Source: an optimization exercise on an open RTL-to-GDS flow (aim: small area, a short achievable clock period and few clock cycles per item). Production flows keep margins and buffers that such runs may drop. In this exercise RTL edits were held to simulation tests only and were not proved equivalent to the original. Power is estimated from default activity; no workload was simulated.

## zinc
==> flow/design.v (excerpt) <==
module KES_cpu(clk, rst, mem_valid, mem_we, mem_addr, mem_wdata, mem_ready, mem_rdata);
input         clk, rst;
output        mem_valid, mem_we;
output [7:0]  mem_addr;
output [31:0] mem_wdata;
input         mem_ready;
input  [31:0] mem_rdata;
reg        sF, sA, sB, sW;           
reg [7:0]  addr, pcn, src2, dest, jump;
reg [31:0] R;
wire [31:0] a  = ~(R | {32{sA}});
wire [31:0] b  = ~mem_rdata;
wire [31:0] pp = a ^ b;
wire [31:0] g0 = a & b;
wire [31:0] gg0 = {g0[31:1], g0[0] | (pp[0] & sB)};
wire [31:0] pr0 = {pp[31:1], 1'b0};
wire [31:0] gg1, pr1;
assign gg1[0] = gg0[0];
assign pr1[0] = pr0[0];
assign gg1[1] = gg0[1] | (pr0[1] & gg0[0]);
assign pr1[1] = pr0[1] & pr0[0];
assign gg1[2] = gg0[2];
assign pr1[2] = pr0[2];
assign gg1[3] = gg0[3] | (pr0[3] & gg0[2]);
assign pr1[3] = pr0[3] & pr0[2];
assign gg1[4] = gg0[4];
assign pr1[4] = pr0[4];
assign gg1[5] = gg0[5] | (pr0[5] & gg0[4]);
assign pr1[5] = pr0[5] & pr0[4];
assign gg1[6] = gg0[6];
assign pr1[6] = pr0[6];
assign gg1[7] = gg0[7] | (pr0[7] & gg0[6]);
assign pr1[7] = pr0[7] & pr0[6];
assign gg1[8] = gg0[8];
assign pr1[8] = pr0[8];
assign gg1[9] = gg0[9] | (pr0[9] & gg0[8]);
assign pr1[9] = pr0[9] & pr0[8];
assign gg1[10] = gg0[10];
assign pr1[10] = pr0[10];
assign gg1[11] = gg0[11] | (pr0[11] & gg0[10]);
assign pr1[11] = pr0[11] & pr0[10];
assign gg1[12] = gg0[12];
assign pr1[12] = pr0[12];
assign gg1[13] = gg0[13] | (pr0[13] & gg0[12]);
assign pr1[13] = pr0[13] & pr0[12];
assign gg1[14] = gg0[14];
assign pr1[14] = pr0[14];
assign gg1[15] = gg0[15] | (pr0[15] & gg0[14]);
assign pr1[15] = pr0[15] & pr0[14];
assign gg1[16] = gg0[16];
assign pr1[16] = pr0[16];
assign gg1[17] = gg0[17] | (pr0[17] & gg0[16]);
assign pr1[17] = pr0[17] & pr0[16];
assign gg1[18] = gg0[18];
assign pr1[18] = pr0[18];
assign gg1[19] = gg0[19] | (pr0[19] & gg0[18]);
assign pr1[19] = pr0[19] & pr0[18];
assign gg1[20] = gg0[20];
assign pr1[20] = pr0[20];
assign gg1[21] = gg0[21] | (pr0[21] & gg0[20]);
assign pr1[21] = pr0[21] & pr0[20];
assign gg1[22] = gg0[22];
assign pr1[22] = pr0[22];
assign gg1[23] = gg0[23] | (pr0[23] & gg0[22]);
assign pr1[23] = pr0[23] & pr0[22];
assign gg1[24] = gg0[24];
assign pr1[24] = pr0[24];
assign gg1[25] = gg0[25] | (pr0[25] & gg0[24]);
  ...
==> flow/config.mk <==
export PLATFORM = sky130hd
export DESIGN_NAME = KES_cpu
export DESIGN_NICKNAME = KES_cpu
export VERILOG_FILES = /design/flow/design.v
export SDC_FILE = /design/flow/constraint.sdc
export NUM_CORES = 4
export LEC_CHECK = 0
export ABC_AREA = 1
export CAP_MARGIN = 20
export CORE_MARGIN = 2
export CORE_UTILIZATION = 40
export SETUP_SLACK_MARGIN = 1.9
export SLEW_MARGIN = 20
==> flow/constraint.sdc <==
create_clock -name core_clock -period 4.5 [get_ports {clk}]
set_input_delay 0.9000 -clock core_clock [delete_from_list [all_inputs] [get_ports {clk}]]
set_output_delay 0.9000 -clock core_clock [all_outputs]
set_load 0.01 [all_outputs]
standard.sh (not shown) runs the stock make flow with config.mk's settings and CLKGATE_MAP_FILE= SYNTH_SCRIPT=/design/flow/synth_recipe.tcl, a recipe that flattens the netlist after the stock synthesis.
==> flow/flow/run.sh <==
#!/bin/bash
# The standard layout (standard.sh), with two changes:
#  - ADDER_MAP_FILE empty: synthesis leaves the adder to ABC instead of
#    extracting full/half-adder cells, which ABC cannot restructure;
#  - every port still gets a buffer, but a plain buf_2 instead of the
#    delay cell that buffer_ports picks by default.
# The whole make output goes to standard_flow.log in the work folder; ORFS
# keeps each step's own log under orfs/logs/.
set -euo pipefail
bash standard.sh ADDER_MAP_FILE= "BUFFER_PORTS_ARGS=-buffer_cell sky130_fd_sc_hd__buf_2" finish > standard_flow.log 2>&1
Testbench counts of zinc, summed over its fixed seeds: cycles 96,000, instructions 24,000.
Edits applied to the flow inputs when going from zinc to harbor:
- swapping 40 for 60 in CORE_UTILIZATION
- swapping 1.9 for 2.1 in SETUP_SLACK_MARGIN
-- flow/flow/run.sh --
<<< zinc, line 5
#  - every port still gets a buffer, but a plain buf_2 instead of the
>>> harbor, line 5
#  - every port still gets a buffer, but a plain buf_1 instead of the
<<< zinc, line 10
bash standard.sh ADDER_MAP_FILE= "BUFFER_PORTS_ARGS=-buffer_cell sky130_fd_sc_hd__buf_2" finish > standard_flow.log 2>&1
>>> harbor, line 10
bash standard.sh ADDER_MAP_FILE= "BUFFER_PORTS_ARGS=-buffer_cell sky130_fd_sc_hd__buf_1" finish > standard_flow.log 2>&1
Results
- On power density relative to cell area: harbor sits below zinc.
- zinc has a higher clock network power share than harbor.
- Going from zinc to harbor, final count of hold timing violations barely changed, count of placed standard cells including taps lost 5.7%.
- harbor vs zinc: finished layout cell area down slightly
Changes in lagoon relative to harbor:
- swapping 2.1 for 1.9 in SETUP_SLACK_MARGIN
==> flow/run.sh (new file) <==
#!/bin/bash
# synth_recipe.tcl (not shown) runs the flow's synth.tcl, then flattens the netlist and writes it again
# the make line also repeats each setting of config.mk as NAME=value (left out here)
make -C /OpenROAD-flow-scripts/flow DESIGN_CONFIG=/design/flow/config.mk WORK_HOME=/design/flow/orfs CLKGATE_MAP_FILE= SYNTH_SCRIPT=/design/flow/synth_recipe.tcl finish
removed: flow/flow/run.sh
removed: flow/standard.sh
--- outcome ---
- All of harbor and lagoon finish clean.
- On arrival time at the worst endpoint, the lower figure sits with harbor, not lagoon.
- Where worst hold slack is concerned, harbor is outperformed by lagoon.
- Combinational fraction of design power in lagoon is 7.4 points higher than in harbor
- Changes observed in lagoon relative to harbor: number of distinct standard cells referenced by the synthesized netlist shrank by about 8%, worst-case setup margin in the final layout -0.76 ns.

-- re-timing with driven ports --
How much do the figures lean on ideal ports? The routed layouts below were timed once more, with nothing changed but the port constraints. Step 1, drivers: a clkbuf_16 drives clk and a buf_2 each remaining input, both assumed. Step 2 also shifts input and output timing later by t, the mid clock arrival at the registers, as if the neighbouring blocks saw the same clock. Slacks: ideal ports / drivers / drivers and shift; pairs: ideal ports / drivers.
run	t, ns	setup WS [ns]	slew at the worst register clock pin (ns)
zinc	0.372	2.050 / 2.061 / 1.689	0.08 / 0.08
harbor	0.368	2.148 / 2.159 / 1.790	0.08 / 0.08
lagoon	0.365	1.391 / 1.378 / 1.013	0.09 / 0.09
After both steps every run listed still meets setup and hold. For lagoon, which loses most, drivers alone change the setup slack by -0.013 ns; drivers and shift together by -0.378 ns.
